From an optimization exercise on the open Yosys and OpenROAD flow, aimed at small area; shortcuts taken in it are not production practice.
At most, simulation tests tie the RTL to the original design; equivalence was not proved.
Power figures rest on the tool's default switching activity, not on a simulated workload.

==> flow/design.v (excerpt) <==
module calc(input wire clk,
            input wire btnac,
            input wire btnl,
            input wire btnr,
            input wire btnc,
            input wire btnd,
            input wire [15:0] sw,
            output wire [15:0] led);
    reg [15:0] acc;
    reg        btnc_d;
    reg [4:0]  cnt;
    reg        s7;       
    reg        cf;       
    assign led = acc;
    wire press = btnc & ~btnc_d;
    wire act   = press | (cnt != 5'd0);
    wire [1:0] hL, hC, hR, hYE, hP, hNN;
    wire CE, fill, mul, lsl;
    wire [2:0] op = {btnl, btnr, btnd};
    wire clr_n = ~btnac;
    wire a = acc[15];
    wire l = op[2], r = op[1], d = op[0];
    wire [3:0] k = cnt[4:1];
    wire ph  = cnt[0];
    wire big = |sw[15:5];
    wire kz  = (k == 4'd0);
    wire k1  = (k == 4'd1);
    wire k2  = (k == 4'd2);
    wire sh      = ~l & ~r;
    assign lsl   = sh & d;
    wire addsub  = ~l & r;
    wire sub     = addsub & d;
    assign mul   = l & ~r & ~d;
    wire logic_  = l & (r | d);
    wire nn      = l & (r ^ d);
    wire nor_    = l & ~r & d;
    wire [5:0] lt;
    assign lt[0] = 1'b0;
    genvar j;
    for (j = 0; j < 5; j = j + 1) begin : g_lt
        assign lt[j+1] = (~cnt[j] & sw[j]) | (~cnt[j] & lt[j]) | (sw[j] & lt[j]);
    end
    wire shgo = ~big & lt[5];
    wire clr  = sh & (big | (d & sw[4]));
    wire R    = sh & ~d & shgo;
    wire L    = mul | (lsl & shgo);
    wire YE   = (mul & a & (k[3] | ~ph)) | (addsub & k1) | (logic_ & kz);
    assign CE = (mul & a) | (addsub & k1);
    wire P    = (sub & (kz | k2)) | (nor_ & kz);
    wire NN   = nn & kz;
    assign fill = a & ~cnt[4];
    wire run = act & clr_n;
    wire lo  = run & (sh | ~ph);
    wire hi  = run & (sh | ph);
  ...
Size: roughly 38 I/O pins, about 1900 sq um of cells after synthesis.
==> module calc, before the edit <==
module calc(input wire clk,
            input wire btnac,
            input wire btnl,
            input wire btnr,
            input wire btnc,
            input wire btnd,
            input wire [15:0] sw,
            output wire [15:0] led);
    reg [15:0] acc;
    reg        btnc_d;
    reg [4:0]  cnt;
    reg        s7;       
    reg        cf;       
    assign led = acc;
    wire press = btnc & ~btnc_d;
    wire act   = press | (cnt != 5'd0);
    wire [1:0] hL, hC, hR, hYE, hP, hNN;
    wire CE, fill, mul, lsl;
    wire [2:0] op = {btnl, btnr, btnd};
    wire clr_n = ~btnac;
    wire a = acc[15];
    wire l = op[2], r = op[1], d = op[0];
    wire [3:0] k = cnt[4:1];
    wire ph  = cnt[0];
    wire big = |sw[15:5];
    wire kz  = (k == 4'd0);
    wire k1  = (k == 4'd1);
    wire k2  = (k == 4'd2);
    wire sh      = ~l & ~r;
    assign lsl   = sh & d;
    wire addsub  = ~l & r;
    wire sub     = addsub & d;
    assign mul   = l & ~r & ~d;
    wire logic_  = l & (r | d);
    wire nn      = l & (r ^ d);
    wire nor_    = l & ~r & d;
    wire [5:0] lt;
    assign lt[0] = 1'b0;
    genvar j;
    for (j = 0; j < 5; j = j + 1) begin : g_lt
        assign lt[j+1] = (~cnt[j] & sw[j]) | (~cnt[j] & lt[j]) | (sw[j] & lt[j]);
    end
    wire shgo = ~big & lt[5];
    wire clr  = sh & (big | (d & sw[4]));
    wire R    = sh & ~d & shgo;
    wire L    = mul | (lsl & shgo);
    wire YE   = (mul & a & (k[3] | ~ph)) | (addsub & k1) | (logic_ & kz);
    assign CE = (mul & a) | (addsub & k1);
    wire P    = (sub & (kz | k2)) | (nor_ & kz);
    wire NN   = nn & kz;
    assign fill = a & ~cnt[4];
    wire run = act & clr_n;
    wire lo  = run & (sh | ~ph);
    wire hi  = run & (sh | ph);
    wire nc  = clr | L | R;
    assign hL  = {hi & L,  lo & L};
    assign hR  = {hi & R,  lo & R};
    assign hC  = {clr_n & ~(hi & nc), clr_n & ~(lo & nc)};
    assign hYE = {hi & YE, lo & YE};
    assign hP  = {hi & P,  lo & P};
    assign hNN = {hi & NN, lo & NN};
    wire [3:0] t2 = {k[1] & k[0], k[1], k[1] | k[0], 1'b1};
    wire [7:0] t3 = {t2 & {4{k[2]}}, t2 | {4{k[2]}}};
    wire mf = ~mul | (k[3] & ~ph);
    wire [7:0] m = t3 | {8{mf}};
    wire m8 = ~mul | k[3];           
    wire [16:0] cn;      
    wire [15:0] nxt;
    wire c8n;
    assign cn[0] = ~hP[0];
    assign cn[8] = ~((cf & ~btnac) | hP[1]);
    genvar i;
    for (i = 0; i < 16; i = i + 1) begin : g_bit
        localparam integer H = i / 8;
        wire con;
        calc_bit u_bit (.xl((i == 0) ? hR[0] : (i == 8) ? (lsl ? acc[7] : s7) : acc[i-1]), .xc(acc[i]),
                        .xr((i == 15) ? fill : acc[i+1]),
                        .sl(hL[H]), .sc(hC[H]), .sr(hR[H]), .b(sw[i]), .g((i % 8 == 0) ? hYE[H] : m[i % 8]), .ye(hYE[H]),
                        .cin_n(cn[i]), .nn(hNN[H]), .gn((i == 15) ? m[7] : (i == 7) ? m8 : m[(i + 1) % 8]), .ce(CE),
                        .p(hP[H]), .q(nxt[i]), .cout_n(con));
        if (i == 7) begin : g_c7
            assign c8n = ~con;
        end else if (i != 15) begin : g_c
            assign cn[i+1] = con;
        end
    end
    always @(posedge clk) begin
        btnc_d <= btnc;
        s7 <= acc[7];
        cf <= c8n;
        if (btnac) cnt <= 5'd0;
        else if (act) cnt <= cnt + 5'd1;
        acc <= nxt;
    end
endmodule
Settings: LEC_CHECK=0, ABC_AREA=0, ABC_CLOCK_PERIOD_IN_PS=10000, CAP_MARGIN=20, CORE_MARGIN=2, CORE_UTILIZATION=60, CTS_BUF_LIST=sky130_fd_sc_hd__clkbuf_8, GPL_TIMING_DRIVEN=0, SLEW_MARGIN=20, SYNTH_HIERARCHICAL=1, SYNTH_MINIMUM_KEEP_SIZE=0; clock period 10.0 ns.
standard.sh (not shown) runs the stock make flow with config.mk's settings and CLKGATE_MAP_FILE= SYNTH_SCRIPT=/design/flow/synth_recipe.tcl, a recipe that flattens the netlist after the stock synthesis.
==> flow/flow/run.sh <==
#!/bin/bash
# Standard layout (the standard.sh) with these changes:
# - the port buffers are the smallest buffer cell (buf_1);
# - at the end of floorplan, flow/downsize.tcl removes synthesis buffers and
#   gives combinational cells drive strength 1 where timing allows;
# - clock tree synthesis uses clkbuf_8 and no dummy load.
# Every tool's output is in standard.log and in ORFS's logs under orfs/logs.
export BUFFER_PORTS_ARGS="-buffer_cell sky130_fd_sc_hd__buf_1"
export POST_FLOORPLAN_TCL="$PWD/flow/downsize.tcl"
export CTS_ARGS="-sink_clustering_enable -repair_clock_nets -dont_use_dummy_load -buf_list sky130_fd_sc_hd__clkbuf_8"
bash standard.sh > standard.log 2>&1
==> flow/flow/downsize.tcl <==
# Run at the end of floorplan: give every combinational cell the smallest
# drive strength of its kind (drive 1) unless that lowers the worst setup
# slack below 1 ns (or by more than 20 ps if it is already below).
# Buffers from synthesis go first; the resizer buffers what needs it later.
remove_buffers
set base_ws [sta::worst_slack_cmd max]
set n 0
foreach inst [get_cells *] {
  set ref [get_property $inst ref_name]
  if {![regexp {^(sky130_fd_sc_hd__[a-z0-9]+)_([0-9]+)$} $ref -> base drv]} { continue }
  if {[regexp {df|dl|clk|tap|fill|decap|conb|buf|inv} $base]} { continue }
  if {$drv <= 1} { continue }
  set cand [get_lib_cells -quiet */${base}_1]
  if {[llength $cand] == 0} { continue }
  replace_cell $inst [lindex $cand 0]
  if {[sta::worst_slack_cmd max] < min($base_ws - 20e-12, 1.0e-9)} {
    replace_cell $inst [lindex [get_lib_cells */$ref] 0]
  } else {
    incr n
  }
}
puts "downsize: $n cells set to drive 1, worst slack [sta::worst_slack_cmd max] (was $base_ws)"
Next try:
--- a/flow/design.v
+++ b/flow/design.v
@@ -60,8 +60,8 @@
     assign hP  = {hi & P,  lo & P};
     assign hNN = {hi & NN, lo & NN};
-    wire [3:0] t2 = {k[1] & k[0], k[1], k[1] | k[0], 1'b1};
-    wire [7:0] t3 = {t2 & {4{k[2]}}, t2 | {4{k[2]}}};
     wire mf = ~mul | (k[3] & ~ph);
-    wire [7:0] m = t3 | {8{mf}};
+    wire [3:1] t2 = {(k[1] & k[0]) | mf, k[1] | mf, k[1] | k[0] | mf};
+    wire k2f = k[2] | mf;
+    wire [7:0] m = {t2 & {3{k2f}}, k2f, t2 | {3{k[2]}}, 1'b1};
     wire m8 = ~mul | k[3];           
     wire [16:0] cn;      
What happened:
- global-route usage climbs by 1.6 points
- wire length rose by about 3%
- register-to-register slack stays flat
- design area barely changes
- power is higher by about 6%
- non-clock buffer count does not change
- synthesized area fell by 2.1%
- combinational power grows by about 10%
- die area drops by about 2%
- core utilization went up by 0.53 points
- setup slack gains 0.22 ns
- synthesized cell count stays the same
No functional check of the RTL was part of the second run of this note.

========
Setup of run a:
The RTL this note starts from:
==> flow/design.v <==
module calc(input wire clk,
            input wire btnac,
            input wire btnl,
            input wire btnr,
            input wire btnc,
            input wire btnd,
            input wire [15:0] sw,
            output wire [15:0] led);
    reg [15:0] acc;
    reg        btnc_d;
    reg [4:0]  cnt;
    reg        s7;       
    reg        cf;       
    assign led = acc;
    wire press = btnc & ~btnc_d;
    wire act   = press | (cnt != 5'd0);
    wire [1:0] hL, hC, hR, hYE, hP, hNN;
    wire CE, fill, mul, lsl;
    wire [2:0] op = {btnl, btnr, btnd};
    wire clr_n = ~btnac;
    wire a = acc[15];
    wire l = op[2], r = op[1], d = op[0];
    wire [3:0] k = cnt[4:1];
    wire ph  = cnt[0];
    wire big = |sw[15:5];
    wire kz  = (k == 4'd0);
    wire k1  = (k == 4'd1);
    wire k2  = (k == 4'd2);
    wire sh      = ~l & ~r;
    assign lsl   = sh & d;
    wire addsub  = ~l & r;
    wire sub     = addsub & d;
    assign mul   = l & ~r & ~d;
    wire logic_  = l & (r | d);
    wire nn      = l & (r ^ d);
    wire nor_    = l & ~r & d;
    wire [5:0] lt;
    assign lt[0] = 1'b0;
    genvar j;
    for (j = 0; j < 5; j = j + 1) begin : g_lt
        assign lt[j+1] = (~cnt[j] & sw[j]) | (~cnt[j] & lt[j]) | (sw[j] & lt[j]);
    end
    wire shgo = ~big & lt[5];
    wire clr  = sh & (big | (d & sw[4]));
    wire R    = sh & ~d & shgo;
    wire L    = mul | (lsl & shgo);
    wire YE   = (mul & a & (k[3] | ~ph)) | (addsub & k1) | (logic_ & kz);
    assign CE = (mul & a) | (addsub & k1);
    wire P    = (sub & (kz | k2)) | (nor_ & kz);
    wire NN   = nn & kz;
    assign fill = a & ~cnt[4];
    wire run = act & clr_n;
    wire lo  = run & (sh | ~ph);
    wire hi  = run & (sh | ph);
    wire nc  = clr | L | R;
    assign hL  = {hi & L,  lo & L};
    assign hR  = {hi & R,  lo & R};
    assign hC  = {clr_n & ~(hi & nc), clr_n & ~(lo & nc)};
    assign hYE = {hi & YE, lo & YE};
    assign hP  = {hi & P,  lo & P};
    assign hNN = {hi & NN, lo & NN};
    wire [3:0] t2 = {k[1] & k[0], k[1], k[1] | k[0], 1'b1};
    wire [7:0] t3 = {t2 & {4{k[2]}}, t2 | {4{k[2]}}};
    wire mf = ~mul | (k[3] & ~ph);
    wire [7:0] m = t3 | {8{mf}};
    wire m8 = ~mul | k[3];           
    wire [16:0] cn;      
    wire [15:0] nxt;
    wire c8n;
    assign cn[0] = ~hP[0];
    assign cn[8] = ~((cf & ~btnac) | hP[1]);
    genvar i;
    for (i = 0; i < 16; i = i + 1) begin : g_bit
        localparam integer H = i / 8;
        wire con;
        calc_bit u_bit (.xl((i == 0) ? hR[0] : (i == 8) ? (lsl ? acc[7] : s7) : acc[i-1]), .xc(acc[i]),
                        .xr((i == 15) ? fill : acc[i+1]),
                        .sl(hL[H]), .sc(hC[H]), .sr(hR[H]), .b(sw[i]), .g((i % 8 == 0) ? hYE[H] : m[i % 8]), .ye(hYE[H]),
                        .cin_n(cn[i]), .nn(hNN[H]), .gn((i == 15) ? m[7] : (i == 7) ? m8 : m[(i + 1) % 8]), .ce(CE),
                        .p(hP[H]), .q(nxt[i]), .cout_n(con));
        if (i == 7) begin : g_c7
            assign c8n = ~con;
        end else if (i != 15) begin : g_c
            assign cn[i+1] = con;
        end
    end
    always @(posedge clk) begin
        btnc_d <= btnc;
        s7 <= acc[7];
        cf <= c8n;
        if (btnac) cnt <= 5'd0;
        else if (act) cnt <= cnt + 5'd1;
        acc <= nxt;
    end
endmodule
module calc_bit(input wire xl, xc, xr, sl, sc, sr, b, g, ye, cin_n, nn, gn, ce, p,
                output wire q, cout_n);
    wire xn = ~((sl & xl) | (sc & xc) | (sr & xr));
    wire yn = ~(b & g & ye);
    wire sn = xn ^ yn ^ cin_n;
    wire con = (xn & yn) | (xn & cin_n) | (yn & cin_n);
    assign q = nn ? con : ~sn;
    assign cout_n = ~((~con & gn & ce) | p);
endmodule
Settings: LEC_CHECK=0, ABC_AREA=0, ABC_CLOCK_PERIOD_IN_PS=10000, CAP_MARGIN=20, CORE_MARGIN=2, CORE_UTILIZATION=60, CTS_BUF_LIST=sky130_fd_sc_hd__clkbuf_8, GPL_TIMING_DRIVEN=0, SLEW_MARGIN=20, SYNTH_HIERARCHICAL=1, SYNTH_MINIMUM_KEEP_SIZE=0; clock period 10.0 ns.
==> flow/flow/run.sh <==
#!/bin/bash
# Standard layout, with three changes: the port buffers are the smallest
# buffer cell, after floorplan every combinational cell gets the smallest
# drive strength that keeps timing (flow/downsize.tcl), and clock tree
# synthesis uses clkbuf_8 without a dummy load.
export BUFFER_PORTS_ARGS="-buffer_cell sky130_fd_sc_hd__buf_1"
export POST_FLOORPLAN_TCL="$PWD/flow/downsize.tcl"
export CTS_ARGS="-sink_clustering_enable -repair_clock_nets -dont_use_dummy_load -buf_list sky130_fd_sc_hd__clkbuf_8"
bash standard.sh > standard.log 2>&1
Scripts as last shown in full above: flow/flow/downsize.tcl
For run b, these inputs were changed with respect to run a:
--- a/flow/design.v
+++ b/flow/design.v
@@ -37,28 +37,26 @@
     wire [5:0] lt;
     assign lt[0] = 1'b0;
     genvar j;
     for (j = 0; j < 5; j = j + 1) begin : g_lt
         assign lt[j+1] = (~cnt[j] & sw[j]) | (~cnt[j] & lt[j]) | (sw[j] & lt[j]);
     end
-    wire shgo = ~big & lt[5];
-    wire clr  = sh & (big | (d & sw[4]));
+    wire shgo = big | lt[5];
     wire R    = sh & ~d & shgo;
     wire L    = mul | (lsl & shgo);
     wire YE   = (mul & a & (k[3] | ~ph)) | (addsub & k1) | (logic_ & kz);
     assign CE = (mul & a) | (addsub & k1);
     wire P    = (sub & (kz | k2)) | (nor_ & kz);
     wire NN   = nn & kz;
     assign fill = a & ~cnt[4];
     wire run = act & clr_n;
     wire lo  = run & (sh | ~ph);
     wire hi  = run & (sh | ph);
-    wire nc  = clr | L | R;
     assign hL  = {hi & L,  lo & L};
-    assign hR  = {hi & R,  lo & R};
-    assign hC  = {clr_n & ~(hi & nc), clr_n & ~(lo & nc)};
+    assign hR  = {run & R, run & R};
+    assign hC  = {clr_n & ~(hi & (L | R)), clr_n & ~(lo & (L | R))};
     assign hYE = {hi & YE, lo & YE};
     assign hP  = {hi & P,  lo & P};
     assign hNN = {hi & NN, lo & NN};
     wire [3:0] t2 = {k[1] & k[0], k[1], k[1] | k[0], 1'b1};
     wire [7:0] t3 = {t2 & {4{k[2]}}, t2 | {4{k[2]}}};
     wire mf = ~mul | (k[3] & ~ph);
@@ -70,13 +68,13 @@
     assign cn[0] = ~hP[0];
     assign cn[8] = ~((cf & ~btnac) | hP[1]);
     genvar i;
     for (i = 0; i < 16; i = i + 1) begin : g_bit
         localparam integer H = i / 8;
         wire con;
-        calc_bit u_bit (.xl((i == 0) ? hR[0] : (i == 8) ? (lsl ? acc[7] : s7) : acc[i-1]), .xc(acc[i]),
+        calc_bit u_bit (.xl((i == 0) ? hR[0] : (i == 8) ? (l ? s7 : acc[7]) : acc[i-1]), .xc(acc[i]),
                         .xr((i == 15) ? fill : acc[i+1]),
                         .sl(hL[H]), .sc(hC[H]), .sr(hR[H]), .b(sw[i]), .g((i % 8 == 0) ? hYE[H] : m[i % 8]), .ye(hYE[H]),
                         .cin_n(cn[i]), .nn(hNN[H]), .gn((i == 15) ? m[7] : (i == 7) ? m8 : m[(i + 1) % 8]), .ce(CE),
                         .p(hP[H]), .q(nxt[i]), .cout_n(con));
         if (i == 7) begin : g_c7
             assign c8n = ~con;
==> results.txt <==
Per the final summary, run b finished and its layout is clean on timing, DRC and antenna. Against run a, post-detailed-route via-to-cell ratio in run b rose by a few percent. The via count of run b exceeds that of run a by 104. Compared run b against run a; worst endpoint data arrival time within noise. On non-clock buffer count, the lower figure sits with run a, not run b. Share of power burned in combinational logic: run b higher than run a. Between run b and run a, it is run b whose share of total power consumed by net switching is higher, by 2.0 points. Reported sequential group power delta (run b -> run a): insignificant. Run b reports a lower minimum clock period after layout than run a does. Cmp run b vs run a: placed wire-length estimate after detailed placement higher in run b. From run a to run b the numbers moved as follows: tightest hold margin climbed 0.0034 ns, design area went up 110 sq um.
For run b, only the layout was checked, not whether the RTL still works.

==> port drivers added, routing unchanged <==
The results above use ideal ports. As a check the final layouts listed here were re-extracted and re-timed, cells and wires unchanged.
Step 1: set_driving_cell puts a clkbuf_16 on clk and a buf_2 on each other input, an assumption about the parent block.
Step 2, shift: input delay + t, output delay - t, t = (earliest + latest rising clock arrival at the registers) / 2. This alone moves slack from input paths to output paths.
Slacks: no drivers / after step 1 / after step 2; pairs: no drivers / after step 1.
run | t (ns) | slack for setup (ns) | hold slack, ns | worst setup path after step 2 | worst register clock-pin slew, ns
the first run of note 1 | 0.293 | 1.254 / 1.259 / 0.965 | 0.399 / 0.399 / 0.399 | input to register | 0.08 / 0.08
the second run of note 1 | 0.292 | 1.472 / 1.477 / 1.184 | 0.405 / 0.405 / 0.405 | input to register | 0.09 / 0.09
run a | 0.293 | 1.254 / 1.259 / 0.965 | 0.399 / 0.399 / 0.399 | input to register | 0.08 / 0.08
run b | 0.286 | 1.270 / 1.274 / 0.988 | 0.402 / 0.402 / 0.402 | input to register | 0.09 / 0.09
After both steps every run listed still meets setup and hold.
